Background: an optimization exercise with open tools, aiming at small area. Do not read the settings as production practice. Where RTL was checked, it was by simulation tests only, not by an equivalence proof against the original. Function not checked in runs 1 to 3: the RTL went through the layout flow alone. In runs 3, 4, 6 and 8 the design's own scripts or RTL, not TritonCTS, make the clock network. The clock input has no modelled driver; a real chip could not lean on it and would need a root buffer or a full tree. Power and IR drop assume default switching activity.

**flow/config.mk**
```make
export PLATFORM = sky130hd
export DESIGN_NAME = game
export DESIGN_NICKNAME = game
export VERILOG_FILES = /design/flow/design.v
export SDC_FILE = /design/flow/constraint.sdc
export NUM_CORES = 4
export LEC_CHECK = 0
export CAP_MARGIN = 20
export CORE_MARGIN = 2
export CORE_UTILIZATION = 70
export SLEW_MARGIN = 20
```
**flow/constraint.sdc**
```tcl
create_clock -name core_clock -period 10.0 [get_ports {clk}]
set_input_delay 2.0000 -clock core_clock [delete_from_list [all_inputs] [get_ports {clk}]]
set_output_delay 2.0000 -clock core_clock [all_outputs]
set_load 0.01 [all_outputs]
```
**flow/design.v**
```verilog
`timescale 1ns / 1ps
module game (
    clk,
    rst,
    btnR,
    btnS,
    J1,
    J2,
    J3,
    J4,
    J7,
    J8,
    J9,
    J10,
    an,
    seg
);
    input J7;
    input J8;
    input J9;
    input J10;
    output J1;
    output J2;
    output J3;
    output J4;
    input clk;
    input rst;
    input btnR;
    input btnS;
    output reg [3:0] an;
    output reg [6:0] seg;
    reg rst_db;
    reg [10:0] r;      
    reg [4:0] h;
    wire [3:0] s = r[3:0];
    wire [6:0] q = r[10:4];
    wire restart  = rst | btnR;
    wire s_end    = &s;
    wire r_end    = (q == 7'd124) & s_end;
    wire hold_end = rst_db & (q == 7'd8) & (s == 4'd7);
    wire sat      = h[4] & h[2];
    wire h_inc    = r_end & ~rst_db;
    always @(posedge clk) begin
        if (restart)
            rst_db <= 1'b1;
        else if (hold_end)
            rst_db <= 1'b0;
        if (restart | hold_end | r_end)
            r <= 11'd0;
        else
            r <= r + 11'd1;
        if (rst_db)
            h <= 5'd0;
        else begin
            h[0] <= h[0] ^ h_inc;
            h[1] <= h[1] ^ (h_inc & (h[0] | sat));
            h[4:2] <= h[4:2] + {2'b00, h_inc & h[0] & h[1] & ~sat};
        end
    end
    wire scan_hi   = h[0] ^ q[0];
    wire fastRise  = ~rst_db & s_end & ~scan_hi;
    wire fastFall  = ~rst_db & s_end & scan_hi;
    wire dphase    = ~sat;
    wire blank     = ~rst_db & (h[1] ^ h[0]);
    reg [1:0] dig;
    always @(posedge clk) begin
        if (restart)
            dig <= 2'd0;
        else
            dig <= dig + {1'b0, fastRise};
    end
    reg [1:0] jcol;    
    reg jf;            
    always @(posedge clk) begin
        if (rst) begin
            jcol <= 2'd0;
            jf <= 1'b0;
        end else begin
            jcol <= jcol + {1'b0, fastRise & jf};
            jf <= jf | fastRise;
        end
    end
    assign J1 = (jcol != 2'd0);
    assign J2 = (jcol != 2'd1);
    assign J3 = (jcol != 2'd2);
    assign J4 = (jcol != 2'd3);
    wire [5:0] kkey = {jcol, J7, J8, J9, J10};
    wire kvalid =
        (kkey == 6'b11_1110) |
        (kkey == 6'b11_1101) |
        (kkey == 6'b11_1011) |
        (kkey == 6'b11_0111) |
        (kkey == 6'b10_1110) |
        (kkey == 6'b10_1101) |
        (kkey == 6'b10_1011) |
        (kkey == 6'b01_1110) |
        (kkey == 6'b01_1101) |
        (kkey == 6'b01_1011);
    wire [3:0] knum =
        (kkey == 6'b11_1110) ? 4'd1 :
        (kkey == 6'b11_1101) ? 4'd4 :
        (kkey == 6'b11_1011) ? 4'd7 :
        (kkey == 6'b10_1110) ? 4'd2 :
        (kkey == 6'b10_1101) ? 4'd5 :
        (kkey == 6'b10_1011) ? 4'd8 :
        (kkey == 6'b01_1110) ? 4'd3 :
        (kkey == 6'b01_1101) ? 4'd6 :
        (kkey == 6'b01_1011) ? 4'd9 :
        4'd0;
    reg        kv;       
    reg [3:0]  cv;       
    reg [15:0] value;
    reg [6:0]  timer;
    reg        vready;
    wire full  = ~(value[15] & value[14]);    
    wire cvF   = cv[3] & cv[2];
    wire ge110 = timer[6] & timer[5] & timer[3] & timer[2] & timer[1];
    wire ge111 = ge110 & timer[0];
    wire ge30  = timer[6] | timer[5] | (timer[4] & timer[3] & timer[2] & timer[1]);
    wire shift = fastRise & ~full & ~kv & ge110 & ~cvF;
    always @(posedge clk) begin
        if (rst) begin
            kv <= 1'b0;
            cv <= 4'hF;
        end else if (rst_db) begin
            if (~kv)
                cv <= 4'hF;
        end else if (fastFall) begin
            kv <= kvalid;
            if (kvalid)
                cv <= knum;
        end else if (shift) begin
            cv <= 4'hF;
        end
    end
    wire tclr = ~full & (kv | (ge110 & ~cvF) | ge111);
    always @(posedge clk) begin
        if (rst | rst_db) begin
            value <= 16'hFFFF;
            vready <= 1'b0;
            timer <= 7'd0;
        end else begin
            if (fastRise & tclr)
                timer <= 7'd0;
            else
                timer <= timer + {6'd0, fastRise};
            if (fastRise & full & ge30)
                vready <= 1'b1;
            if (shift)
                value <= {value[11:0], cv};
        end
    end
    reg [4:0] l1;
    reg [3:0] l3;
    reg       lv;        
    reg [4:0] s1;        
    reg [1:0] s3;        
    wire [1:0] g3 = (l3 == 4'd4) ? 2'b01 :
                    (l3 == 4'd9) ? 2'b10 :
                    (l3 == 4'd3 || l3 == 4'd6) ? 2'b00 : 2'b11;
    always @(posedge clk) begin
        if (rst) begin
            l1 <= 5'd7;
            l3 <= 4'd6;
            lv <= 1'b0;
        end else begin
            l1 <= {l1[3:0], l1[4] ^ l1[1]};
            l3 <= {l3[2:0], l3[3] ^ l3[2]};
            if (l1 == 5'd28)
                lv <= 1'b1;
        end
        if (rst_db) begin
            s1 <= lv ? l1 : 5'd0;
            s3 <= g3;
        end
    end
    wire [3:0] r1 =
        (s1 == 5'd15 || s1 == 5'd31 || s1 == 5'd30 || s1 == 5'd28 || s1 == 5'd25 || s1 == 5'd19 || s1 == 5'd6) ? 4'd7 :
        (s1 == 5'd13 || s1 == 5'd26 || s1 == 5'd20 || s1 == 5'd9) ? 4'd6 :
        (s1 == 5'd18 || s1 == 5'd4) ? 4'd9 :
        (s1 == 5'd8) ? 4'd4 :
        (s1 == 5'd16 || s1 == 5'd1) ? 4'd8 :
        (s1 == 5'd2) ? 4'd1 :
        (s1 == 5'd5) ? 4'd2 :
        (s1 == 5'd7) ? 4'd3 :
        4'd5;
    wire [3:0] r4 =
        (s1 == 5'd0) ? 4'd0 :
        (s1 == 5'd15 || s1 == 5'd31 || s1 == 5'd30 || s1 == 5'd28 || s1 == 5'd3 || s1 == 5'd7) ? 4'd5 :
        (s1 == 5'd25 || s1 == 5'd19 || s1 == 5'd6 || s1 == 5'd13 || s1 == 5'd26 || s1 == 5'd20 || s1 == 5'd9) ? 4'd7 :
        (s1 == 5'd18) ? 4'd3 :
        (s1 == 5'd14 || s1 == 5'd29) ? 4'd8 :
        (s1 == 5'd27) ? 4'd1 :
        (s1 == 5'd22) ? 4'd2 :
        (s1 == 5'd12) ? 4'd4 :
        (s1 == 5'd24 || s1 == 5'd17) ? 4'd9 :
        4'd6;
    wire r3n = ~(s3[1] | s3[0]);
    wire [15:0] randInt = {r4, r3n, s3, r3n, 4'd7, r1};
    reg [3:0] rd, vd;
    always @(*) begin
        case (dig)
            2'd0: begin rd = randInt[15:12]; vd = value[15:12]; end
            2'd1: begin rd = randInt[11:8];  vd = value[11:8];  end
            2'd2: begin rd = randInt[7:4];   vd = value[7:4];   end
            default: begin rd = randInt[3:0]; vd = value[3:0]; end
        endcase
    end
    reg miss;
    always @(posedge clk) begin
        if (rst | rst_db)
            miss <= 1'b0;
        else if (full & (rd != vd))
            miss <= 1'b1;
    end
    wire correct = ~miss;
    reg [3:0] bcd;
    always @(*) begin
        bcd = 4'hF;
        an = 4'b1111;
        if (blank) begin
            an = 4'b1111;
        end else if (dphase | ~vready) begin
            bcd = dphase ? rd : vd;
            case (dig)
                2'd0: an = 4'b0111;
                2'd1: an = 4'b1011;
                2'd2: an = 4'b1101;
                2'd3: an = 4'b1110;
            endcase
        end else if (correct) begin
            case (dig)
                2'd0: begin an = 4'b0111; bcd = 4'hA; end
                2'd1: begin an = 4'b1011; bcd = 4'hB; end
                2'd2: begin an = 4'b1101; bcd = 4'hC; end
                2'd3: begin an = 4'b1111; bcd = 4'h0; end
            endcase
        end else begin
            case (dig)
                2'd0: begin an = 4'b0111; bcd = 4'hD; end
                2'd1: begin an = 4'b1011; bcd = 4'hE; end
                default: begin an = 4'b1111; bcd = 4'h0; end
            endcase
        end
    end
    always @(*) begin
        seg =
            (bcd == 4'h0) ? 7'b1000000 :
            (bcd == 4'h1) ? 7'b1111001 :
            (bcd == 4'h2) ? 7'b0100100 :
            (bcd == 4'h3) ? 7'b0110000 :
            (bcd == 4'h4) ? 7'b0011001 :
            (bcd == 4'h5) ? 7'b0010010 :
            (bcd == 4'h6) ? 7'b0000010 :
            (bcd == 4'h7) ? 7'b1111000 :
            (bcd == 4'h8) ? 7'b0000000 :
            (bcd == 4'h9) ? 7'b0010000 :
            (bcd == 4'hA) ? 7'b0010001 :
            (bcd == 4'hB) ? 7'b0000110 :
            (bcd == 4'hC) ? 7'b0010010 :
            (bcd == 4'hD) ? 7'b1001000 :
            (bcd == 4'hE) ? 7'b1000000 :
            7'b1111111;
    end
endmodule
```
**flow/flow/run.sh**
```bash
#!/bin/bash
# Standard layout, with small port buffers and a clock tree without dummy loads.
export BUFFER_PORTS_ARGS="-buffer_cell sky130_fd_sc_hd__buf_1"
export CTS_ARGS="-sink_clustering_enable -repair_clock_nets -dont_use_dummy_load -buf_list sky130_fd_sc_hd__clkbuf_8"
bash standard.sh > standard.log 2>&1
```
**flow/standard.sh**
```bash
#!/bin/bash
# synth_recipe.tcl (not shown) runs the flow's synth.tcl, then flattens the netlist and writes it again
# the make line also repeats each setting of config.mk as NAME=value (left out here)
make -C /OpenROAD-flow-scripts/flow DESIGN_CONFIG=/design/flow/config.mk WORK_HOME=/design/flow/orfs CLKGATE_MAP_FILE= SYNTH_SCRIPT=/design/flow/synth_recipe.tcl "${@:-finish}"
```
==> results.toml, run 1 <==
[drt]
postRouteAntennaNets = 0
drt_drc_violations_left = 0
totalWireLength_um = 7360
vias = 3079
via_to_cell_ratio = 6.00
drt-pass1-iter-count = 5
post_drt_wl_per_cell_um = 14.4
drtIter0Drc = 184

[cts]
clockBufferDepth = 2
cts-buffers-inserted = 9
cts_tree = "yes"
cts_repair_resize_count = 0
post-cts-setup-buffers = 0
cts_root_buf = "clkbuf_8"
clk-insertion-delay-late_ns = 0.34
clkSinkCount = 69
h-tree-depth = 3
hold_buffers = 0
cts.reportedPaths.clkPinSlew_ns = 0.06

[power_and_ir_drop]
vdd_drop_max_uv = 96.4
power.leakage_nw = 1.55
combinationalPowerShare = 0.028
net_sw_power_mw = 0.0973
intPower_mw = 0.369
power.share.switching = 0.209
clock_power_share = 0.358
power.share.sequential = 0.614
power_density_mw_per_mm2 = 117

[grt]
first_global_vias = 2871
grt_max_degree = 25
global_route.overflow_total = 0
global_route.usage.total = 0.264
grt_pass1_wl_um = 12800
antenna_found_initial = 0

[timing]
fin_worst_skew_ns = 0.0242
finalMaxSlewViolations = 0
relative_max_transition_margin = 0.360
setup_viol = 0
min_period_over_period = 0.507
max_clock_freq_ghz = 0.197
setup_repair_after_global_routing_missed_its_margin = "no"
finalWorstPathRequiredPeriod_ns = 5.07
timing_worst_slew_pin_value_ns = 0.958
final_critical_path_setup_slack_ns = 4.93
setup_total_negative_slack_ns = 0
finalHoldViolations = 0

[hold_path]
hold_wc_path_type = "flop to flop"

[setup_path]
critPathTopFamily = "flip-flops"
master_of_the_slowest_instance_on_the_critical_path = "dfxtp_1"
crit_path_cell_trace = "nand2_1 > nor2_1 > nand4_1 > a32oi_1 > o211ai_2 > xor2_1 > inv_1 > o22ai_1 > buf_1"
worstPathRequired_ns = 8.00
buffers_and_inverters_on_the_worst_path = 2
crit_type = "flop to output port"
critical_path_arrival_ns = 3.07
path_max_fanout = 19
delay_of_the_slowest_cell_on_the_worst_path_ns = 0.81
regToRegSetupSlack_ns = 6.97
critical_path.startpoint_type = "flop"
cp-end-kind = "output port"

[synth]
netlist_area_mm2 = 0.00382
synthesis.area_per_instance_um2 = 8.78
dominantRegCellSynth = "dfxtp_1"
ys_warn_count = 1
flops_latches_synth = 69
synth.net_count = 454
synth_edf_count = 7
synth_async_sr_flop_share = 0
yosys.cell_types.count = 64
part_of_the_yosys_area_used_for_sequential_elements = 0.380
post_synth_inst_count = 435

[place]
hpwl_um = 5140
dpl_cell_area_mm2 = 0.00387
dpl_worst_slack_ns = 5.32
globalplace.congestion = 0.859
io_buffers = 21

[cells_and_area]
finalNetCount = 464
layout.cell_area.non_filler_mm2 = 0.00400
final_util = 0.773
antenna-diode-count = 0
synthToLayoutAreaGrowth_pct = 4.65
drive_gt1_frac = 0.0655

[flow_run]
drv.max_cap_violation_count = 0

[die]
io-pin-count = 23
rows = 26
floorplan.initialDensity = 0.738
design.die.area_mm2 = 0.00606
die_x_extent_um = 77.9
die_height_um = 77.9
core_region_area_mm2 = 0.00517

[run_status]
status = "no timing/DRC/antenna violations"
-- worst paths after layout --
| path | startpoint | end | cells after the start |
|---|---|---|---|
| worst min-delay path | r[0] | r[0] | 1 |
| worst min register to register | r[0] | r[0] | 1 |
| worst max register to register | r[0] | cv[0] | 8 |
| worst max-delay path | dig[1] | seg[0] | 9 |
-- layer usage --
layer  up-vias  GRT usage  share of wire
met5         -          0              0
met4         0     0.0946          0.020
met3        17     0.0570          0.048
met2        98      0.433           0.48
met1      1418      0.345           0.45
li1       1546          -              -
-- power by group through the flow --
stage	logic [mW]	registers, mW	clock network (mW)
2_1_floorplan	0.00881	0.291	0
3_3_place_gp	0.0123	0.292	0
3_5_place_dp	0.0128	0.292	0
4_1_cts	0.0130	0.286	0.169
5_1_grt	0.0149	0.286	0.182
6_report	0.0131	0.286	0.167
-- worst register-to-register path: cells and delay by family, from the launching register on --
kind | cells | cell delay, ns
adders and majority gates | 1 | 0.21
DFF | 1 | 0.36
and+or+nand+nor | 5 | 1.70
AOI/OAI and AO/OA | 2 | 0.68
-- registers in the layout, summed over array words and instances (netlist names) --
signal  flops
value      16
r          11
timer       7
h           5
l1          5
s1          5
cv          4
l3          4
dig         2
jcol        2
s3          2
jf          1
kv          1
lv          1
miss        1
rst_db      1
vready      1
-- cells in the final DEF (no fill, tap or decap), types with 14 or more instances in the layout --
cell type	synthesis	final
nor2_1	44	43
nor2b_1	14	14
buf_1	1	21
a21oi_1	19	19
nand2_1	45	45
mux2i_1	18	18
xor2_1	20	20
nand3_1	17	17
dfxtp_1	62	62
-- Yosys cell counts (8+ instances only) --
cell	count	area share
a21oi_1	19	0.025
and2_1	10	0.016
buf_2	11	0.014
clkbuf_1	8	0.0079
dfxtp_1	62	0.33
ha_1	11	0.036
inv_1	13	0.013
mux2i_1	18	0.047
nand2_1	45	0.044
nand2b_1	13	0.021
nand3_1	17	0.022
nor2_1	44	0.043
nor2b_1	14	0.023
o21ai_0	13	0.017
xnor2_1	10	0.023
xor2_1	20	0.046
-- metrics by stage --
stage	std cells	hold slack [ns]	total power, mW
finish	513	0.460	0.466
floorplan	435	0.426	0.300
global route	513	0.493	0.483
CTS	513	0.467	0.468
detailed placement	504	0.453	0.305
global placement	504	0.441	0.304
-- kinds of logic after synthesis --
group | after synthesis | synth area share
compound gates | 83 | 0.160
xor+xnor | 30 | 0.0688
fa+ha+maj | 11 | 0.0360
buf+inv | 37 | 0.0459
flops | 69 | 0.380
mux | 21 | 0.0649
simple gates | 184 | 0.244
-- cell type report --
| type | instances | area, um^2 |
|---|---|---|
| sequential | 69 | 1450 |
| tap | 70 | 87.6 |
| clock buffer | 9 | 124 |
| multi-input combinational | 329 | 2190 |
| inverter | 14 | 52.6 |
| timing repair buffer | 22 | 86.3 |
| fill | 354 | 1180 |
==> inputs of run 2 (changes only) <==
==> flow/flow/run.sh (replaced) <==
#!/bin/bash
# Layout flow: the standard flow with three changes:
#  - synthesis maps logic with an area-oriented ABC script (flow/area.abc);
#    everything else in synthesis (registers, names) is the standard flow's own script;
#  - port buffers use the smallest buffer cell;
#  - the clock tree uses no dummy loads.
set -euo pipefail
W=$PWD
{ head -n 1 synth_recipe.tcl; cat flow/abc_override.tcl; tail -n +2 synth_recipe.tcl; } > area_synth.tcl
sed "s#SYNTH_SCRIPT=[^ ]*#SYNTH_SCRIPT=$W/area_synth.tcl#" standard.sh > area_standard.sh
export AREA_ABC_SCRIPT=$W/flow/area.abc
export BUFFER_PORTS_ARGS="-buffer_cell sky130_fd_sc_hd__buf_1"
export CTS_ARGS="-sink_clustering_enable -repair_clock_nets -dont_use_dummy_load -buf_list sky130_fd_sc_hd__clkbuf_8 -sink_clustering_size 40 -sink_clustering_max_diameter 200"
bash area_standard.sh > standard.log 2>&1
==> flow/flow/abc_override.tcl (new file) <==
# Map with an area-oriented ABC script instead of the standard speed script.
proc abc {args} {
  set i [lsearch -exact $args -script]
  if { $i >= 0 } {
    lset args [expr {$i + 1}] $::env(AREA_ABC_SCRIPT)
  }
  yosys abc {*}$args
}
==> flow/flow/area.abc (new file) <==
strash
dch -f
amap
strash
dch -f
amap
topo
stime -c
==> results.toml, run 2 <==
[run_status]
status = "no timing/DRC/antenna violations"

[cells_and_area]
max_flop_register = "value"
antenna-diode-count = 0
layout_common_cells = "nor2_1, clkinv_1, dfxtp_1, nand2_1, a21oi_1"
synthToLayoutAreaGrowth_pct = 8.82
largest_register_ffs = 16
layout_commonest_cell = "nor2_1"
reg_top3 = "value x16, r x11, timer x7"
instances_no_fill = 539
drive_gt1_frac = 0.0233
num-fill-cells = 325
finalNetCount = 493

[cts]
cts.reportedPaths.clkPinSlew_ns = 0.06
post-cts-setup-buffers = 0
cts_root_buf = "clkbuf_8"
clk-insertion-delay-late_ns = 0.35
cts-buffers-inserted = 9
cts_repair_resize_count = 0
cts_tree = "yes"
hold_buffers = 0
clockBufferDepth = 2
clkSinkCount = 69
h-tree-depth = 3

[grt]
first_global_vias = 2924
grt_max_degree = 19
grt_pass1_wl_um = 12800
global_route.overflow_total = 0
global_route.usage.total = 0.303
antenna_found_initial = 0

[synth]
dominantRegCellSynth = "dfxtp_1"
synth_edf_count = 7
post_synth_inst_count = 440
ys_top_cells_by_count = "nor2_1, clkinv_1, dfxtp_1"
top_area_cell_type_share_of_the_netlist_area = 0.363
ys_warn_count = 1
post-synth-top-count-cell = "nor2_1"
synth_area_leaders = "dfxtp_1, nor2_1, clkinv_1, edfxtp_1, ha_1"
synth.net_count = 459
netlist_area_mm2 = 0.00342
part_of_the_yosys_area_used_for_sequential_elements = 0.425
synthesis.area_per_instance_um2 = 7.77
yosys.cell_types.count = 39
yosys.area.top_type = "dfxtp_1"
flops_latches_synth = 69
synth_async_sr_flop_share = 0

[timing]
timing_worst_slew_pin_value_ns = 0.920
setup_repair_after_global_routing_missed_its_margin = "no"
setup_viol = 0
fin_worst_skew_ns = 0.0252
setup_total_negative_slack_ns = 0
finalMaxSlewViolations = 0
finalHoldViolations = 0
max_clock_freq_ghz = 0.155
finalWorstPathRequiredPeriod_ns = 6.47
min_period_over_period = 0.647
relative_max_transition_margin = 0.371

[drt]
postRouteAntennaNets = 0
via_to_cell_ratio = 6.09
drt-pass1-iter-count = 5
vias = 3285
totalWireLength_um = 7720
drt_drc_violations_left = 0
drtIter0Drc = 330
post_drt_wl_per_cell_um = 14.3

[place]
globalplace.congestion = 0.927
hpwl_um = 5770
place_inst = 530
io_buffers = 21

[die]
core_region_area_mm2 = 0.00472
io-pin-count = 23
die_height_um = 73.9
floorplan.initialDensity = 0.724
design.die.area_mm2 = 0.00546
rows = 25
die_x_extent_um = 73.9

[setup_path]
critical_path_arrival_ns = 4.47
crit_type = "flop to output port"
path_max_fanout = 12
worstPathRequired_ns = 8.00
cp-end-kind = "output port"
critical_path.startpoint_type = "flop"

[power_and_ir_drop]
power.leakage_nw = 1.30
power_density_mw_per_mm2 = 125
vdd_drop_max_uv = 89.2

[hold_path]
hold_wc_path_type = "flop to flop"

[flow_run]
drv.max_cap_violation_count = 0
run 2: logic make-up after synthesis:
group / share of synthesized area
and+or+nand+nor: 0.232
AOI/OAI and AO/OA: 0.225
buffers and inverters: 0.0780
DFF: 0.425
adders and majority gates: 0.0403
run 2: final timing paths:
path                            slack, ns     end  cells past startpoint   from
worst max-delay path                 3.53  seg[1]                     13  s1[4]
worst min-delay path                 0.44   l1[4]                      2  l1[3]
worst max register to register       6.98    miss                     11  s1[4]
worst min register to register       0.44   l1[4]                      2  l1[3]
run 2: power breakdown:
part	switching, mW	internal [mW]	total [mW]	leakage (nW)
logic	0.00787	0.00393	0.0118	0.649
registers	0.00238	0.283	0.285	0.584
clock network	0.0881	0.0800	0.168	0.0647
total	0.0983	0.367	0.465	1.30
run 2: cell type report:
class | instances | area [um^2] | share of cell area
Sequential cell | 69 | 1450 | 0.390
Timing Repair Buffer | 23 | 93.8 | 0.0252
Clock buffer | 9 | 124 | 0.0333
Multi-Input combinational cell | 300 | 1700 | 0.457
Tap cell | 67 | 83.8 | 0.0225
Inverter | 71 | 267 | 0.0716
run 2: layer usage:
layer,share of wire,global-route usage,up-vias
met4,0.025,0.121,0
met2,0.47,0.483,132
met1,0.44,0.394,1480
li1,-,-,1652
met3,0.066,0.0754,21
met5,0,0,-
run 2: stage by stage:
stage	worst slack, ns	area, um^2	total power, mW	utilization	hold WS [ns]
floorplan	4.73	3420	0.298	-	0.413
global placement	3.86	3600	0.302	0.761	0.423
finish	3.53	3720	0.465	0.788	0.439
global route	3.09	3720	0.481	0.788	0.449
CTS	3.60	3720	0.466	0.788	0.442
detailed placement	3.93	3600	0.303	0.761	0.434
run 2: worst max-delay path, stage by stage, from the launching register on:
cell	delay, ns
edfxtp_1	0.49
clkinv_1	0.34
a211oi_1	0.43
a21oi_1	0.11
nand2_1	0.10
nor3_1	0.05
a2111oi_0	0.53
clkinv_1	0.22
a2111oi_0	0.88
clkinv_1	0.33
a31oi_1	0.29
nor2_1	0.06
a21oi_1	0.14
buf_1	0.17
==> inputs of run 3 (changes only) <==
==> flow/flow/run.sh (replaced) <==
#!/bin/bash
# Layout flow: the standard flow with three changes:
#  - synthesis maps logic with an area-oriented ABC script (flow/area.abc);
#    everything else in synthesis (registers, names) is the standard flow's own script;
#  - port buffers use the smallest buffer cell;
#  - the clock is distributed by four clock buffers, each driving the
#    registers of one quadrant (flow/clock_buffers.tcl replaces ORFS's
#    clock tree synthesis); the clock port drives only those four buffers.
set -euo pipefail
W=$PWD
{ head -n 1 synth_recipe.tcl; cat flow/abc_override.tcl; tail -n +2 synth_recipe.tcl; } > area_synth.tcl
sed "s#SYNTH_SCRIPT=[^ ]*#SYNTH_SCRIPT=$W/area_synth.tcl#" standard.sh > area_standard.sh
export AREA_ABC_SCRIPT=$W/flow/area.abc
export BUFFER_PORTS_ARGS="-buffer_cell sky130_fd_sc_hd__buf_1"
export PRE_CTS_TCL=$W/flow/clock_buffers.tcl
export CLK_BUF_CELL=sky130_fd_sc_hd__clkbuf_8
export CLK_BUF_COUNT=4
bash area_standard.sh > standard.log 2>&1
==> flow/flow/clock_buffers.tcl (new file) <==
proc clock_tree_synthesis { args } {
  set block [ord::get_db_block]
  set db [ord::get_db]
  set master [$db findMaster $::env(CLK_BUF_CELL)]
  set ngroups $::env(CLK_BUF_COUNT)
  foreach clk [all_clocks] {
    foreach src [get_property $clk sources] {
      set pname [get_full_name $src]
      set net [[$block findBTerm $pname] getNet]
      set sinks {}
      foreach it [$net getITerms] {
        set bb [[$it getInst] getBBox]
        lappend sinks [list [expr {([$bb xMin] + [$bb xMax]) / 2}] [expr {([$bb yMin] + [$bb yMax]) / 2}] $it]
      }
      # split the sinks into ngroups groups: halves by x, then each half by y
      set groups [list $sinks]
      set axis 0
      while { [llength $groups] < $ngroups } {
        set next {}
        foreach grp $groups {
          set grp [lsort -integer -index $axis $grp]
          set m [expr {[llength $grp] / 2}]
          lappend next [lrange $grp 0 [expr {$m - 1}]] [lrange $grp $m end]
        }
        set groups $next
        set axis [expr {1 - $axis}]
      }
      for { set g 0 } { $g < [llength $groups] } { incr g } {
        set group [lindex $groups $g]
        if { [llength $group] == 0 } { continue }
        set buf [odb::dbInst_create $block $master clkbuf_${g}_$pname]
        set newnet [odb::dbNet_create $block clknet_${g}_$pname]
        $newnet setSigType CLOCK
        set sx 0; set sy 0
        foreach s $group {
          set it [lindex $s 2]
          $it disconnect
          $it connect $newnet
          set sx [expr {$sx + [lindex $s 0]}]
          set sy [expr {$sy + [lindex $s 1]}]
        }
        foreach it [$buf getITerms] {
          set mt [$it getMTerm]
          if { [$mt getSigType] == "POWER" || [$mt getSigType] == "GROUND" } { continue }
          if { [$mt getIoType] == "INPUT" } { $it connect $net } else { $it connect $newnet }
        }
        set k [llength $group]
        $buf setLocation [expr {$sx / $k}] [expr {$sy / $k}]
        $buf setPlacementStatus PLACED
        puts "clock buffer [$buf getName] ([$master getName]) drives $k sinks of $pname"
      }
    }
  }
  set_propagated_clock [all_clocks]
}
==> results.toml, run 3 <==
[run_status]
status = "no timing/DRC/antenna violations"

[timing]
fin_worst_skew_ns = 0.0108
min_period_over_period = 0.636
finalHoldViolations = 0
setup_viol = 0
finalMaxSlewViolations = 0
setup_repair_after_global_routing_missed_its_margin = "no"
finalWorstPathRequiredPeriod_ns = 6.36
max_clock_freq_ghz = 0.157
timing_worst_slew_pin_value_ns = 0.951
setup_total_negative_slack_ns = 0
relative_max_transition_margin = 0.350
final_critical_path_setup_slack_ns = 3.64
fin_hold_ws_ns = 0.444

[die]
die_x_extent_um = 73.9
design.die.area_mm2 = 0.00546
io-pin-count = 23
floorplan.initialDensity = 0.724
die_height_um = 73.9
core_region_area_mm2 = 0.00472
rows = 25

[cells_and_area]
max_flop_register = "value"
layout_common_cells = "nor2_1, clkinv_1, dfxtp_1, nand2_1, a21oi_1"
antenna-diode-count = 0
synthToLayoutAreaGrowth_pct = 6.81
largest_register_ffs = 16
register_area_mm2 = 0.00145
num-fill-cells = 341
layout_commonest_cell = "nor2_1"
finalNetCount = 488
drive_gt1_frac = 0.0128
reg_top3 = "value x16, r x11, timer x7"
area_of_the_multi_input_gates_mm2 = 0.00170
final_util = 0.773

[flow_run]
drv.max_cap_violation_count = 0

[hold_path]
worst_hold_path.num_cells = 2
hold_wc_path_type = "flop to flop"
worst_min_delay_path_startpoint = "l1[3]"
holdPathEnd = "l1[4]"

[drt]
vias = 3256
postRouteAntennaNets = 0
via_to_cell_ratio = 6.10
drt_drc_violations_left = 0
drtIter0Drc = 311
post_drt_wl_per_cell_um = 14.1
totalWireLength_um = 7520
drt-pass1-iter-count = 5

[setup_path]
critical_path_arrival_ns = 4.36
path_max_fanout = 12
reg2reg_to = "miss"
crit-reg2reg-launch = "s1[4]"
delay_of_the_slowest_cell_on_the_worst_path_ns = 0.90
reg2reg_depth = 11
crit_type = "flop to output port"
regToRegSetupSlack_ns = 7.02
crit_path_cell_trace = "clkinv_1 > a211oi_1 > a21oi_1 > nand2_1 > nor3_1 > a2111oi_0 > clkinv_1 > a2111oi_0 > clkinv_1 > a31oi_1 > nor2_1 > a21oi_1 > buf_1"
critical_path.startpoint_type = "flop"
cp-end-kind = "output port"
worstPathRequired_ns = 8.00
master_of_the_slowest_instance_on_the_critical_path = "a2111oi_0"
critical-path-top-cell-by-count = "clkinv_1"

[synth]
synth.net_count = 459
synthesis.area_per_instance_um2 = 7.77
yosys.area.top_type = "dfxtp_1"
top_area_cell_type_share_of_the_netlist_area = 0.363
post-synth-top-count-cell = "nor2_1"
synth_edf_count = 7
synth_area_leaders = "dfxtp_1, nor2_1, clkinv_1, edfxtp_1, ha_1"
netlist_area_mm2 = 0.00342
flops_latches_synth = 69
ys_top_cells_by_count = "nor2_1, clkinv_1, dfxtp_1"
yosys.cell_types.count = 39
dominantRegCellSynth = "dfxtp_1"
synth_async_sr_flop_share = 0
part_of_the_yosys_area_used_for_sequential_elements = 0.425
ys_warn_count = 1
post_synth_inst_count = 440

[grt]
global_route.usage.total = 0.284
first_global_vias = 2915
grt_pass1_wl_um = 12600
grt_max_degree = 19
global_route.overflow_total = 0
antenna_found_initial = 0

[cts]
cts.reportedPaths.clkPinSlew_ns = 0.11
cts_repair_resize_count = 0
post-cts-setup-buffers = 0
clk-insertion-delay-late_ns = 0.16
hold_buffers = 0

[power_and_ir_drop]
power.leakage_nw = 1.26
power_density_mw_per_mm2 = 109
vdd_drop_max_uv = 103

[place]
io_buffers = 21
hpwl_um = 5770
dpl_worst_slack_ns = 3.93
globalplace.congestion = 0.927
==> run 3: cell counts after synthesis <==
No cell type changed its count.
==> run 3: metal layers <==
| layer | track usage | vias up | routed length (um) |
|---|---|---|---|
| li1 | - | 1639 | - |
| met1 | 0.384 | 1456 | 3270 |
| met2 | 0.492 | 142 | 3620 |
| met3 | 0.0206 | 19 | 466 |
| met4 | 0.0667 | 0 | 170 |
| met5 | 0 | - | 0 |
==> run 3: through the flow <==
step,cells,cell area (um^2),power [mW]
2_1_floorplan,440,3420,0.298
3_3_place_gp,530,3600,0.302
3_5_place_dp,530,3600,0.303
4_1_cts,534,3650,0.400
5_1_grt,534,3650,0.413
6_report,534,3650,0.399
==> run 3: logic make-up (layout without fill, tap and decap cells) <==
logic type / Yosys count / in the layout / share of synthesized area
AND/OR/NAND/NOR: 177 / 177 / 0.232
AO/OA/AOI/OAI: 112 / 112 / 0.225
adder cells (fa/ha/maj): 11 / 11 / 0.0403
flip-flops: 69 / 69 / 0.425
buffers and inverters: 71 / 98 / 0.0780
==> run 3: worst max-delay path, delay by kind of cell (launching register included) <==
family / cells / cell delay (ns)
buffers and inverters: 4 / 1.05
and+or+nand+nor: 3 / 0.21
AOI/OAI and AO/OA: 6 / 2.44
DFF: 1 / 0.51
==> run 3: layout make-up <==
type | instances | area share
buffer | 4 | 0.0151
sequential | 69 | 0.398
timing repair buffer | 23 | 0.0257
inverter | 71 | 0.0730
multi-input combinational | 300 | 0.466
tap | 67 | 0.0230
==> run 3: worst max-delay path by stage <==
stage / startpoint / end / slack [ns]
after global placement: s1[4] / seg[1] / 3.86
after global routing: s1[4] / seg[4] / 3.22
after floorplan: s1[4] / seg[1] / 4.73
after CTS: s1[4] / seg[1] / 3.74
final: s1[4] / seg[1] / 3.64
after detailed placement: s1[4] / seg[1] / 3.93
==> run 3: power by group <==
| group | switching (mW) | total [mW] | internal (mW) |
|---|---|---|---|
| combinational | 0.00781 | 0.0117 | 0.00389 |
| clock | 0.0651 | 0.102 | 0.0371 |
| sequential | 0.00243 | 0.285 | 0.282 |
| total | 0.0754 | 0.399 | 0.324 |
==> inputs of run 4 (changes only) <==
--- a/flow/design.v
+++ b/flow/design.v
@@ -36,8 +36,8 @@
     wire [6:0] q = r[10:4];
     wire restart  = rst | btnR;
     wire s_end    = &s;
-    wire r_end    = (q == 7'd124) & s_end;
-    wire hold_end = rst_db & (q == 7'd8) & (s == 4'd7);
+    wire r_end    = (&r[10:6]) & s_end;      
+    wire hold_end = rst_db & r_end;
     wire sat      = h[4] & h[2];
     wire h_inc    = r_end & ~rst_db;
     always @(posedge clk) begin
@@ -45,7 +45,9 @@
             rst_db <= 1'b1;
         else if (hold_end)
             rst_db <= 1'b0;
-        if (restart | hold_end | r_end)
+        if (restart)
+            r <= 11'd1864;
+        else if (r_end)
             r <= 11'd0;
         else
             r <= r + 11'd1;
@@ -111,12 +113,11 @@
     reg [3:0]  cv;       
     reg [15:0] value;
     reg [6:0]  timer;
-    reg        vready;
     wire full  = ~(value[15] & value[14]);    
     wire cvF   = cv[3] & cv[2];
     wire ge110 = timer[6] & timer[5] & timer[3] & timer[2] & timer[1];
     wire ge111 = ge110 & timer[0];
-    wire ge30  = timer[6] | timer[5] | (timer[4] & timer[3] & timer[2] & timer[1]);
+    wire vready = full & (&timer[4:0]);
     wire shift = fastRise & ~full & ~kv & ge110 & ~cvF;
     always @(posedge clk) begin
         if (rst) begin
@@ -137,15 +138,12 @@
     always @(posedge clk) begin
         if (rst | rst_db) begin
             value <= 16'hFFFF;
-            vready <= 1'b0;
             timer <= 7'd0;
         end else begin
             if (fastRise & tclr)
                 timer <= 7'd0;
             else
-                timer <= timer + {6'd0, fastRise};
-            if (fastRise & full & ge30)
-                vready <= 1'b1;
+                timer <= timer + {6'd0, fastRise & ~vready};
             if (shift)
                 value <= {value[11:0], cv};
         end
==> results.toml, run 4 <==
[synth]
ys_warn_count = 1
post_synth_inst_count = 422
part_of_the_yosys_area_used_for_sequential_elements = 0.427
top_area_cell_type_share_of_the_netlist_area = 0.365
synthesis.area_per_instance_um2 = 7.94
synth_edf_count = 7
ys_top_cells_by_count = "nor2_1, dfxtp_1, clkinv_1"
netlist_area_mm2 = 0.00335
post-synth-top-count-cell = "nor2_1"
synth.net_count = 441
synth_async_sr_flop_share = 0
flops_latches_synth = 68
yosys.cell_types.count = 37
synth_area_leaders = "dfxtp_1, nor2_1, clkinv_1, edfxtp_1, ha_1"
dominantRegCellSynth = "dfxtp_1"
yosys.area.top_type = "dfxtp_1"

[timing]
max_clock_freq_ghz = 0.159
finalMaxSlewViolations = 0
finalHoldViolations = 0
timing_worst_slew_pin_value_ns = 0.824
final_critical_path_setup_slack_ns = 3.70
fin_worst_skew_ns = 0.0117
min_period_over_period = 0.630
relative_max_transition_margin = 0.436
finalWorstPathRequiredPeriod_ns = 6.30
setup_repair_after_global_routing_missed_its_margin = "no"
setup_viol = 0
setup_total_negative_slack_ns = 0

[drt]
drt-pass1-iter-count = 5
post_drt_wl_per_cell_um = 13.6
drtIter0Drc = 231
vias = 3145
totalWireLength_um = 6840
postRouteAntennaNets = 0
drt_drc_violations_left = 0
via_to_cell_ratio = 6.26

[power_and_ir_drop]
power.leakage_nw = 1.22
power_density_mw_per_mm2 = 111
vdd_drop_max_uv = 126

[grt]
grt_pass1_wl_um = 11400
first_global_vias = 2653
antenna_found_initial = 0
grt_max_degree = 21
global_route.overflow_total = 0
global_route.usage.total = 0.257

[setup_path]
critical_path_arrival_ns = 4.30
cp-end-kind = "output port"
critical_path.startpoint_type = "flop"
crit_type = "flop to output port"
master_of_the_slowest_instance_on_the_critical_path = "a2111oi_0"
critical-path-top-cell-by-count = "nor2_1"
worstPathRequired_ns = 8.00
delay_of_the_slowest_cell_on_the_worst_path_ns = 0.75
path_max_fanout = 7
crit_path_cell_trace = "clkinv_1 > nor2_1 > clkinv_1 > nor2_1 > nor2_1 > o32ai_1 > nor2_1 > nor4b_1 > a2111oi_0 > o22ai_1 > nor3_1 > clkinv_1 > nand2_1 > o21ai_0 > a22oi_1 > a31oi_1 > buf_1"

[place]
io_buffers = 21
dpl_worst_slack_ns = 3.94
globalplace.congestion = 0.961
hpwl_um = 5330

[cells_and_area]
layout_commonest_cell = "nor2_1"
max_flop_register = "value"
antenna-diode-count = 0
num-fill-cells = 360
synthToLayoutAreaGrowth_pct = 6.43
drive_gt1_frac = 0.0134
largest_register_ffs = 16
finalNetCount = 469
reg_top3 = "value x16, r x11, timer x7"
layout_common_cells = "nor2_1, dfxtp_1, clkinv_1, nand2_1, o21ai_0"

[cts]
post-cts-setup-buffers = 0
cts.reportedPaths.clkPinSlew_ns = 0.09
cts_repair_resize_count = 0
hold_buffers = 0
clk-insertion-delay-late_ns = 0.16

[die]
rows = 25
die_height_um = 73.2
design.die.area_mm2 = 0.00535
core_region_area_mm2 = 0.00466
io-pin-count = 23
die_x_extent_um = 73.2
floorplan.initialDensity = 0.719

[run_status]
status = "no timing/DRC/antenna violations"

[hold_path]
hold_wc_path_type = "flop to flop"

[flow_run]
drv.max_cap_violation_count = 0
run 4: worst paths after layout:
kind              start     end  slack, ns  depth (start not counted)
setup / recovery  s1[0]  seg[0]       3.70                         17
hold / removal    l1[3]   l1[4]       0.44                          2
setup reg to reg  s1[0]    miss       6.90                         14
hold reg to reg   l1[3]   l1[4]       0.44                          2
run 4: power by group:
group / internal, mW / switching (mW) / total [mW] / leakage [nW]
Clock: 0.0371 / 0.0650 / 0.102 / 0.0288
Combinational: 0.00365 / 0.00746 / 0.0111 / 0.616
Sequential: 0.279 / 0.00242 / 0.281 / 0.576
Total: 0.320 / 0.0749 / 0.394 / 1.22
run 4: final cells by class:
type	instances	area (um^2)	area share
buffer	4	55.1	0.0154
inverter	60	225	0.0632
multi-input combinational	294	1700	0.477
sequential	68	1430	0.402
tap	54	67.6	0.0190
timing repair buffer	22	86.3	0.0242
run 4: worst max-delay path, delay by kind of cell, from the launching register on:
family	cells	cell delay [ns]
buffers and inverters	4	0.79
flip-flops	1	0.42
AO/OA/AOI/OAI	6	1.45
AND/OR/NAND/NOR	7	1.47
run 4: through the flow:
stage | total power, mW | area (um^2) | util | hold WS [ns] | instances
2_1_floorplan | 0.294 | 3350 | - | 0.413 | 422
3_3_place_gp | 0.298 | 3510 | 0.753 | 0.425 | 498
3_5_place_dp | 0.299 | 3510 | 0.753 | 0.437 | 498
4_1_cts | 0.396 | 3560 | 0.765 | 0.450 | 502
5_1_grt | 0.405 | 3560 | 0.765 | 0.474 | 502
6_report | 0.394 | 3560 | 0.765 | 0.443 | 502
run 4: logic make-up (layout without fill, tap and decap cells):
kind of cell | after synthesis | in the layout | share of synthesized area
compound gates | 117 | 117 | 0.244
simple gates | 166 | 166 | 0.221
buf+inv | 60 | 86 | 0.0672
flops | 68 | 68 | 0.427
fa+ha+maj | 11 | 11 | 0.0411
run 4: metal layers:
layer  up-vias  track usage  share of wire
li1       1589            -              -
met1      1443        0.357           0.44
met2       104        0.450           0.49
met3         9       0.0110          0.059
met4         0       0.0412          0.011
met5         -            0              0
==> inputs of run 5 (changes only) <==
--- a/flow/design.v
+++ b/flow/design.v
@@ -116,7 +116,6 @@
     wire full  = ~(value[15] & value[14]);    
     wire cvF   = cv[3] & cv[2];
     wire ge110 = timer[6] & timer[5] & timer[3] & timer[2] & timer[1];
-    wire ge111 = ge110 & timer[0];
     wire vready = full & (&timer[4:0]);
     wire shift = fastRise & ~full & ~kv & ge110 & ~cvF;
     always @(posedge clk) begin
@@ -134,7 +133,7 @@
             cv <= 4'hF;
         end
     end
-    wire tclr = ~full & (kv | (ge110 & ~cvF) | ge111);
+    wire tclr = ~full & (kv | (ge110 & ~cvF));
     always @(posedge clk) begin
         if (rst | rst_db) begin
             value <= 16'hFFFF;
@@ -212,34 +211,19 @@
             miss <= 1'b1;
     end
     wire correct = ~miss;
+    wire show = dphase | ~vready;
     reg [3:0] bcd;
     always @(*) begin
-        bcd = 4'hF;
-        an = 4'b1111;
-        if (blank) begin
-            an = 4'b1111;
-        end else if (dphase | ~vready) begin
+        an[3] = ~(~blank & (dig == 2'd0));
+        an[2] = ~(~blank & (dig == 2'd1));
+        an[1] = ~(~blank & (dig == 2'd2) & (show | correct));
+        an[0] = ~(~blank & (dig == 2'd3) & show);
+        if (show)
             bcd = dphase ? rd : vd;
-            case (dig)
-                2'd0: an = 4'b0111;
-                2'd1: an = 4'b1011;
-                2'd2: an = 4'b1101;
-                2'd3: an = 4'b1110;
-            endcase
-        end else if (correct) begin
-            case (dig)
-                2'd0: begin an = 4'b0111; bcd = 4'hA; end
-                2'd1: begin an = 4'b1011; bcd = 4'hB; end
-                2'd2: begin an = 4'b1101; bcd = 4'hC; end
-                2'd3: begin an = 4'b1111; bcd = 4'h0; end
-            endcase
-        end else begin
-            case (dig)
-                2'd0: begin an = 4'b0111; bcd = 4'hD; end
-                2'd1: begin an = 4'b1011; bcd = 4'hE; end
-                default: begin an = 4'b1111; bcd = 4'h0; end
-            endcase
-        end
+        else if (correct)
+            bcd = dig[1] ? 4'h5 : {3'b101, dig[0]};      
+        else
+            bcd = dig[0] ? 4'h0 : 4'hD;                  
     end
     always @(*) begin
         seg =
--- a/flow/config.mk
+++ b/flow/config.mk
@@ -7,5 +7,5 @@
 export LEC_CHECK = 0
 export CAP_MARGIN = 20
 export CORE_MARGIN = 2
-export CORE_UTILIZATION = 70
+export CORE_UTILIZATION = 88
 export SLEW_MARGIN = 20
==> results.toml, run 5 <==
[run_status]
status = "aborted with a tool error"
tool.error = "[ERROR GPL-0301] Utilization 106.466 % exceeds 100%."
failing_step = "3_1_place_gp_skip_io"

[synth]
synth.net_count = 458
ys_top_cells_by_count = "nor2_1, clkinv_1, dfxtp_1"
netlist_area_mm2 = 0.00336
synth_edf_count = 7
synthesis.area_per_instance_um2 = 7.65
post_synth_inst_count = 439
yosys.cell_types.count = 32
synth_area_leaders = "dfxtp_1, nor2_1, clkinv_1, edfxtp_1, o221ai_1"
yosys.area.top_type = "dfxtp_1"
ys_warn_count = 1
dominantRegCellSynth = "dfxtp_1"
synth_async_sr_flop_share = 0
post-synth-top-count-cell = "nor2_1"
part_of_the_yosys_area_used_for_sequential_elements = 0.426
flops_latches_synth = 68
top_area_cell_type_share_of_the_netlist_area = 0.364

[die]
die_height_um = 65.8
rows = 22
die_x_extent_um = 65.8
floorplan.initialDensity = 0.917
run 5: cell types whose count changed after synthesis, sizes merged, moves of 3 or more:
cell / change
clkinv: +11
nor2: -3
nand2: +11
or3: +4
o21ai: +8
o31ai: -3
nand4: -3
a221o: -13
o221ai: +15
nor3: -4
a21oi: +3
run 5: logic make-up after synthesis:
| kind of cell | after synthesis | share of synthesized area |
|---|---|---|
| compound gates | 120 | 0.236 |
| fa+ha+maj | 11 | 0.0410 |
| simple gates | 169 | 0.217 |
| flops | 68 | 0.426 |
| buf+inv | 71 | 0.0794 |
==> inputs of run 6 (changes only) <==
--- a/flow/config.mk
+++ b/flow/config.mk
@@ -7,5 +7,5 @@
 export LEC_CHECK = 0
 export CAP_MARGIN = 20
 export CORE_MARGIN = 2
-export CORE_UTILIZATION = 88
+export CORE_UTILIZATION = 80
 export SLEW_MARGIN = 20
==> results.toml, run 6 <==
[power_and_ir_drop]
power.leakage_nw = 1.26
intPower_mw = 0.321
power.share.sequential = 0.706
net_sw_power_mw = 0.0790
clock_power_share = 0.263
combinationalPowerShare = 0.031
vdd_drop_max_uv = 112
power_density_mw_per_mm2 = 112
power.share.switching = 0.198

[setup_path]
critical_path.startpoint_type = "flop"
path_max_fanout = 5
cp-end-kind = "output port"
critical_path_arrival_ns = 3.26
worstPathRequired_ns = 8.00
crit_type = "flop to output port"

[hold_path]
hold_wc_path_type = "flop to flop"

[place]
hpwl_um = 5590
dpl_worst_slack_ns = 4.97
globalplace.congestion = 0.960
io_buffers = 21
place_inst = 511

[synth]
synth_edf_count = 7
post-synth-top-count-cell = "nor2_1"
synthesis.area_per_instance_um2 = 7.65
post_synth_inst_count = 439
yosys.area.top_type = "dfxtp_1"
netlist_area_mm2 = 0.00336
ys_top_cells_by_count = "nor2_1, clkinv_1, dfxtp_1"
flops_latches_synth = 68
yosys.cell_types.count = 32
synth.net_count = 458
dominantRegCellSynth = "dfxtp_1"
ys_warn_count = 1
synth_async_sr_flop_share = 0
part_of_the_yosys_area_used_for_sequential_elements = 0.426
synth_area_leaders = "dfxtp_1, nor2_1, clkinv_1, edfxtp_1, o221ai_1"
top_area_cell_type_share_of_the_netlist_area = 0.364

[die]
core_region_area_mm2 = 0.00403
design.die.area_mm2 = 0.00473
rows = 23
die_height_um = 68.8
floorplan.initialDensity = 0.834
die_x_extent_um = 68.8
io-pin-count = 23

[timing]
timing_worst_slew_pin_value_ns = 0.869
max_clock_freq_ghz = 0.190
setup_viol = 0
finalWorstPathRequiredPeriod_ns = 5.26
min_period_over_period = 0.526
finalHoldViolations = 0
final_critical_path_setup_slack_ns = 4.74
setup_repair_after_global_routing_missed_its_margin = "no"
relative_max_transition_margin = 0.416
finalMaxSlewViolations = 0
setup_total_negative_slack_ns = 0
fin_worst_skew_ns = 0.00681

[cts]
cts_repair_resize_count = 0
hold_buffers = 0
cts.reportedPaths.clkPinSlew_ns = 0.10
clk-insertion-delay-late_ns = 0.16
post-cts-setup-buffers = 0

[drt]
drt-pass1-iter-count = 5
post_drt_wl_per_cell_um = 14.9
postRouteAntennaNets = 0
via_to_cell_ratio = 6.45
drt_drc_violations_left = 0
vias = 3323
totalWireLength_um = 7690
drtIter0Drc = 259

[cells_and_area]
layout_commonest_cell = "nor2_1"
final_util = 0.884
largest_register_ffs = 16
antenna-diode-count = 0
finalNetCount = 486
max_flop_register = "value"
synthToLayoutAreaGrowth_pct = 6.07
reg_top3 = "value x16, r x11, timer x7"
drive_gt1_frac = 0.0108
layout_common_cells = "nor2_1, clkinv_1, dfxtp_1, nand2_1, o21ai_0"
instances_no_fill = 515

[run_status]
status = "no timing/DRC/antenna violations"

[grt]
grt_pass1_wl_um = 12100
global_route.overflow_total = 0
first_global_vias = 2888
grt_max_degree = 18
antenna_found_initial = 0
global_route.usage.total = 0.329

[flow_run]
drv.max_cap_violation_count = 0
-- run 6: worst paths after layout --
kind                  from      to  cells after the start  slack [ns]
setup reg to reg  timer[1]   cv[0]                      6        6.79
setup / recovery     s1[1]  seg[0]                     16        4.74
hold reg to reg      l1[2]   l1[3]                      2        0.45
hold / removal       l1[2]   l1[3]                      2        0.45
-- run 6: cell families (layout without fill, tap and decap cells) --
kind of cell	after synthesis	in the layout	synth area share
buffers and inverters	71	97	0.0794
AOI/OAI and AO/OA	120	120	0.236
DFF	68	68	0.426
and+or+nand+nor	169	169	0.217
adders and majority gates	11	11	0.0410
-- run 6: cell type report --
class	count	area (um^2)
well taps	50	62.6
fillers	221	467
multi-input cells	300	1660
inverters	71	267
flip-flops and latches	68	1430
repair buffers	22	86.3
plain buffers	4	55.1
-- run 6: power by group through the flow --
stage	Combinational [mW]	Clock [mW]	Sequential (mW)
2_1_floorplan	0.00789	0	0.288
3_3_place_gp	0.0115	0	0.288
3_5_place_dp	0.0121	0	0.288
4_1_cts	0.0122	0.103	0.282
5_1_grt	0.0145	0.113	0.283
6_report	0.0124	0.105	0.282
-- run 6: per-layer routing --
metal	track usage	vias up	share of wire
li1	-	1604	-
met1	0.376	1492	0.41
met2	0.613	184	0.49
met3	0.0406	43	0.064
met4	0.142	0	0.035
met5	0	-	0
-- run 6: per-stage QoR --
step	hold slack (ns)	instance area, um^2	total power [mW]
3_5_place_dp	0.433	3510	0.301
6_report	0.446	3560	0.400
4_1_cts	0.447	3560	0.397
2_1_floorplan	0.413	3360	0.296
5_1_grt	0.471	3560	0.411
3_3_place_gp	0.428	3510	0.300
-- run 6: critical path: stages (launching register included) --
cell	delay, ns
edfxtp_1	0.39
clkinv_1	0.13
nor2_1	0.25
clkinv_1	0.15
o21a_1	0.20
o32ai_1	0.20
a311oi_1	0.13
nand3_1	0.14
o22ai_1	0.09
nor3_1	0.36
o221ai_1	0.29
nor2_1	0.28
nor2_1	0.08
nor2_1	0.10
a21oi_1	0.07
nor2_1	0.10
buf_1	0.15
==> inputs of run 7 (changes only) <==
--- a/flow/design.v
+++ b/flow/design.v
@@ -30,40 +30,34 @@
     output reg [3:0] an;
     output reg [6:0] seg;
     reg rst_db;
-    reg [10:0] r;      
-    reg [4:0] h;
-    wire [3:0] s = r[3:0];
-    wire [6:0] q = r[10:4];
-    wire restart  = rst | btnR;
-    wire s_end    = &s;
-    wire r_end    = (&r[10:6]) & s_end;      
-    wire hold_end = rst_db & r_end;
-    wire sat      = h[4] & h[2];
-    wire h_inc    = r_end & ~rst_db;
+    reg [10:0] r;
+    reg p;
+    reg [3:0] hh;
+    wire restart = rst | btnR;
+    wire r_end   = &r;
+    wire s_end   = &r[3:0];
+    wire dphase  = ~(hh[3] & hh[1]);             
     always @(posedge clk) begin
         if (restart)
             rst_db <= 1'b1;
-        else if (hold_end)
+        else if (r_end)
             rst_db <= 1'b0;
         if (restart)
-            r <= 11'd1864;
-        else if (r_end)
-            r <= 11'd0;
+            r <= 11'd1912;
         else
-            r <= r + 11'd1;
-        if (rst_db)
-            h <= 5'd0;
-        else begin
-            h[0] <= h[0] ^ h_inc;
-            h[1] <= h[1] ^ (h_inc & (h[0] | sat));
-            h[4:2] <= h[4:2] + {2'b00, h_inc & h[0] & h[1] & ~sat};
-        end
-    end
-    wire scan_hi   = h[0] ^ q[0];
+            r <= (r + 11'd1) | {5'd0, r_end, r_end, 4'd0};
+        if (rst_db) begin
+            p <= 1'b0;
+            hh <= 4'd0;
+        end else begin
+            p <= p ^ r_end;
+            hh <= hh + {3'd0, r_end & p & dphase};
+        end
+    end
+    wire scan_hi   = ~(p ^ r[4]);
     wire fastRise  = ~rst_db & s_end & ~scan_hi;
     wire fastFall  = ~rst_db & s_end & scan_hi;
-    wire dphase    = ~sat;
-    wire blank     = ~rst_db & (h[1] ^ h[0]);
+    wire blank     = ~rst_db & dphase & (hh[0] ^ p);
     reg [1:0] dig;
     always @(posedge clk) begin
         if (restart)
@@ -149,25 +143,22 @@
     end
     reg [4:0] l1;
     reg [3:0] l3;
-    reg       lv;        
     reg [4:0] s1;        
     reg [1:0] s3;        
     wire [1:0] g3 = (l3 == 4'd4) ? 2'b01 :
                     (l3 == 4'd9) ? 2'b10 :
                     (l3 == 4'd3 || l3 == 4'd6) ? 2'b00 : 2'b11;
+    wire l3z = ~|l3;
     always @(posedge clk) begin
         if (rst) begin
             l1 <= 5'd7;
-            l3 <= 4'd6;
-            lv <= 1'b0;
+            l3 <= 4'd0;
         end else begin
             l1 <= {l1[3:0], l1[4] ^ l1[1]};
-            l3 <= {l3[2:0], l3[3] ^ l3[2]};
-            if (l1 == 5'd28)
-                lv <= 1'b1;
+            l3 <= {l3[2:0], l3[3] ^ l3[2]} | {1'b0, {3{l3z & (l1 == 5'd28)}}};
         end
         if (rst_db) begin
-            s1 <= lv ? l1 : 5'd0;
+            s1 <= l3z ? 5'd0 : l1;
             s3 <= g3;
         end
     end
@@ -241,7 +232,7 @@
             (bcd == 4'hB) ? 7'b0000110 :
             (bcd == 4'hC) ? 7'b0010010 :
             (bcd == 4'hD) ? 7'b1001000 :
-            (bcd == 4'hE) ? 7'b1000000 :
+            (bcd == 4'hE) ? 7'b1111111 :
             7'b1111111;
     end
 endmodule
==> flow/flow/run.sh (replaced) <==
#!/bin/bash
# Layout flow: the standard flow with three changes:
#  - synthesis maps logic with an area-oriented ABC script (flow/area.abc),
#    and leaves adders to ABC too (no separate half/full adder cells);
#    everything else in synthesis (registers, names) is the standard flow's own script;
#  - port buffers use the smallest buffer cell;
#  - the clock is distributed by four clock buffers, each driving the
#    registers of one quadrant (flow/clock_buffers.tcl replaces ORFS's
#    clock tree synthesis); the clock port drives only those four buffers.
set -euo pipefail
W=$PWD
{ head -n 1 synth_recipe.tcl; cat flow/abc_override.tcl; tail -n +2 synth_recipe.tcl; } > area_synth.tcl
sed "s#SYNTH_SCRIPT=[^ ]*#SYNTH_SCRIPT=$W/area_synth.tcl ADDER_MAP_FILE=#" standard.sh > area_standard.sh
export AREA_ABC_SCRIPT=$W/flow/area.abc
export BUFFER_PORTS_ARGS="-buffer_cell sky130_fd_sc_hd__buf_1"
export PRE_CTS_TCL=$W/flow/clock_buffers.tcl
export CLK_BUF_CELL=sky130_fd_sc_hd__clkbuf_8
export CLK_BUF_COUNT=4
bash area_standard.sh > standard.log 2>&1
==> flow/flow/area.abc (replaced) <==
strash
dch -f
map -a
mfs
strash
dch -f
map -a
mfs
strash
dch -f
amap
strash
dch -f
amap
topo
stime -c
==> results.toml, run 7 <==
[synth]
top_area_cell_type_share_of_the_netlist_area = 0.379
synthesis.area_per_instance_um2 = 7.51
part_of_the_yosys_area_used_for_sequential_elements = 0.445
flops_latches_synth = 67
netlist_area_mm2 = 0.00317
yosys.cell_types.count = 37
ys_warn_count = 1
synth_edf_count = 7
post-synth-top-count-cell = "nor2_1"
yosys.area.top_type = "dfxtp_1"
ys_top_cells_by_count = "nor2_1, clkinv_1, dfxtp_1"
post_synth_inst_count = 422
synth_async_sr_flop_share = 0
dominantRegCellSynth = "dfxtp_1"
synth_area_leaders = "dfxtp_1, nor2_1, clkinv_1, edfxtp_1, o21ai_0"
synth.net_count = 430

[die]
die_x_extent_um = 67.0
io-pin-count = 23
die_height_um = 67.0
floorplan.initialDensity = 0.847
rows = 22

[place]
io_buffers = 21

[run_status]
status = "aborted with a tool error"
tool.error = "[ERROR GPL-0301] Utilization 101.232 % exceeds 100%."
failing_step = "3_3_place_gp"
## run 7: changes by cell type after synthesis, sizes merged, moves of 3 or more
cell and change:
nor2b -8, nand3 -5, nand2 -10, nor3 +12
ha -11, nor2 +15, o31ai +3, o221ai -11
a311oi -3, a21oi -4, and2 +4, clkinv -7
a221o +5
## run 7: kinds of logic after synthesis
family	count (synthesis)	synth area share
AO/OA/AOI/OAI	109	0.228
XOR/XNOR	1	0.00276
buffers and inverters	64	0.0758
flip-flops	67	0.445
AND/OR/NAND/NOR	181	0.248
==> inputs of run 8 (changes only) <==
--- a/flow/config.mk
+++ b/flow/config.mk
@@ -7,5 +7,5 @@
 export LEC_CHECK = 0
 export CAP_MARGIN = 20
 export CORE_MARGIN = 2
-export CORE_UTILIZATION = 80
+export CORE_UTILIZATION = 70
 export SLEW_MARGIN = 20
==> results.toml, run 8 <==
[drt]
wl_met2_um = 3400
postRouteAntennaNets = 0
vias = 3039
met3_length_um = 294
post_drt_wl_per_cell_um = 13.5
drt-pass1-iter-count = 5
route.layer.met1.wl_um = 2970
via_to_cell_ratio = 6.08
drt_drc_violations_left = 0
top_layer_used = "met4"
drtIter0Drc = 186
totalWireLength_um = 6750

[cells_and_area]
layout_common_cells = "nor2_1, clkinv_1, dfxtp_1, nand2_1, o21ai_0"
max_flop_register = "value"
layout.cell_area.non_filler_mm2 = 0.00338
drive_gt1_frac = 0.0112
largest_register_ffs = 16
register_area_mm2 = 0.00141
synthToLayoutAreaGrowth_pct = 6.51
reg_top3 = "value x16, r x11, timer x7"
num-fill-cells = 330
antenna-diode-count = 0
layout_commonest_cell = "nor2_1"
instances_no_fill = 500
finalNetCount = 458
area_of_the_multi_input_gates_mm2 = 0.00152

[timing]
finalHoldViolations = 0
min_period_over_period = 0.541
fin_worst_skew_ns = 0.0114
setup_repair_after_global_routing_missed_its_margin = "no"
max_clock_freq_ghz = 0.185
relative_max_transition_margin = 0.339
finalWorstPathRequiredPeriod_ns = 5.41
setup_viol = 0
timing_worst_slew_pin_value_ns = 0.966
finalMaxSlewViolations = 0
setup_total_negative_slack_ns = 0
final_critical_path_setup_slack_ns = 4.59

[hold_path]
hold_wc_path_type = "flop to flop"
worst_min_delay_path_startpoint = "l1[2]"

[synth]
ys_warn_count = 1
synth_area_leaders = "dfxtp_1, nor2_1, clkinv_1, edfxtp_1, o21ai_0"
post-synth-top-count-cell = "nor2_1"
ys_top_cells_by_count = "nor2_1, clkinv_1, dfxtp_1"
synth_edf_count = 7
post_synth_inst_count = 422
part_of_the_yosys_area_used_for_sequential_elements = 0.445
yosys.area.top_type = "dfxtp_1"
dominantRegCellSynth = "dfxtp_1"
yosys.cell_types.count = 37
top_area_cell_type_share_of_the_netlist_area = 0.379
synthesis.area_per_instance_um2 = 7.51
flops_latches_synth = 67
synth_async_sr_flop_share = 0
synth.net_count = 430
netlist_area_mm2 = 0.00317

[setup_path]
cp-end-kind = "output port"
crit_path_cell_trace = "clkinv_1 > or2_0 > nor2_1 > a21oi_1 > nor2_1 > nor3_1 > nand3_1 > nand2_1 > o2111ai_1 > a222oi_1 > clkinv_1 > nor2_1 > clkinv_1 > a221oi_1 > buf_1"
critical_path_arrival_ns = 3.41
cp-startpoint = "s1[3]"
critical_path.startpoint_type = "flop"
buffers_and_inverters_on_the_worst_path = 4
path_max_fanout = 5
worstPathRequired_ns = 8.00
delay_of_the_slowest_cell_on_the_worst_path_ns = 0.59
crit_type = "flop to output port"
critPathTopFamily = "compound AO/OA/AOI/OAI gates"
regToRegSetupSlack_ns = 7.13
master_of_the_slowest_instance_on_the_critical_path = "a222oi_1"
crit-reg2reg-launch = "r[1]"

[place]
place_inst = 496
globalplace.congestion = 0.890
dpl_worst_slack_ns = 4.84
dpl_cell_area_mm2 = 0.00332
io_buffers = 21
hpwl_um = 5110

[flow_run]
drv.max_cap_violation_count = 0

[cts]
hold_buffers = 0
cts_repair_resize_count = 0
cts.reportedPaths.clkPinSlew_ns = 0.10
clk-insertion-delay-late_ns = 0.16
post-cts-setup-buffers = 0

[grt]
global_route.overflow_total = 0
first_global_vias = 2817
global_route.usage.total = 0.274
grt_pass1_wl_um = 11900
grt_max_degree = 19
antenna_found_initial = 0

[die]
floorplan.initialDensity = 0.728
io-pin-count = 23
core_region_area_mm2 = 0.00435
design.die.area_mm2 = 0.00508
die_height_um = 71.3
die_x_extent_um = 71.3
rows = 24

[power_and_ir_drop]
power_density_mw_per_mm2 = 114
power.leakage_nw = 1.10
vdd_drop_max_uv = 126
finalPower_mw = 0.386

[run_status]
status = "no timing/DRC/antenna violations"
-- run 8: cell counts after synthesis --
Identical to the previous run, type by type.
-- run 8: worst paths after layout --
check,end,cells past startpoint
max,seg[2],15
min reg2reg,l1[3],2
max reg2reg,timer[6],11
min,l1[3],2
-- run 8: metrics by stage --
stage	hold slack (ns)	utilization
after CTS	0.437	0.776
after detailed placement	0.428	0.763
after floorplan	0.410	-
after global placement	0.428	0.763
after global routing	0.451	0.776
final	0.431	0.776
-- run 8: logic make-up after synthesis --
group                  Yosys count  share of synthesized area
AO/OA/AOI/OAI                  109                      0.228
flip-flops                      67                      0.445
buffers and inverters           64                     0.0758
XOR/XNOR                         1                    0.00276
AND/OR/NAND/NOR                181                      0.248
-- run 8: final cells by class --
| cell class | count | area share |
|---|---|---|
| Buffer | 4 | 0.0163 |
| Timing Repair Buffer | 22 | 0.0256 |
| Sequential cell | 67 | 0.418 |
| Multi-Input combinational cell | 291 | 0.450 |
| Inverter | 64 | 0.0711 |
| Tap cell | 52 | 0.0193 |
-- run 8: worst reg2reg max path: cells and delay by family (launching register included) --
family / cells / cell delay (ns)
AO/OA/AOI/OAI: 1 / 0.30
buffers and inverters: 1 / 0.27
flip-flops: 1 / 0.36
AND/OR/NAND/NOR: 9 / 1.84
-- run 8: where the power goes --
group	switching, mW	total (mW)	internal, mW
Sequential	0.000890	0.273	0.272
Combinational	0.00741	0.0109	0.00351
Clock	0.0646	0.102	0.0371
-- run 8: metal layers --
metal	vias to the layer above	GRT usage
met3	10	0.0155
met5	-	0
met2	84	0.479
li1	1537	-
met1	1408	0.372
met4	0	0.0713

## re-timing with driven ports
Ports are ideal in the flow. The routed layouts listed here were re-timed in OpenROAD. Step 1: set_driving_cell puts a clkbuf_16 on clk and a buf_2 on each other input, an assumption about the parent block. Step 2, shift: input delay + t, output delay - t, t = (earliest + latest rising clock arrival at the registers) / 2. This alone moves slack from input paths to output paths. Three values: ideal ports, drivers, drivers and shift; two values: the first two.
run	shift t [ns]	setup slack, ns	slew at the worst register clock pin (ns)	pins driven straight from the clock port
run 1	0.358	4.934 / 4.905 / 5.263	0.07 / 0.07	1
run 2	0.361	3.533 / 3.505 / 3.867	0.08 / 0.08	1
run 3	0.214	3.641 / 3.583 / 3.797	0.11 / 0.11	4
run 4	0.214	3.697 / 3.639 / 3.853	0.11 / 0.11	4
run 6	0.214	4.737 / 4.681 / 4.895	0.11 / 0.11	4
run 8	0.209	4.589 / 4.533 / 4.742	0.10 / 0.10	4
After both steps setup and hold are still met in every run listed.
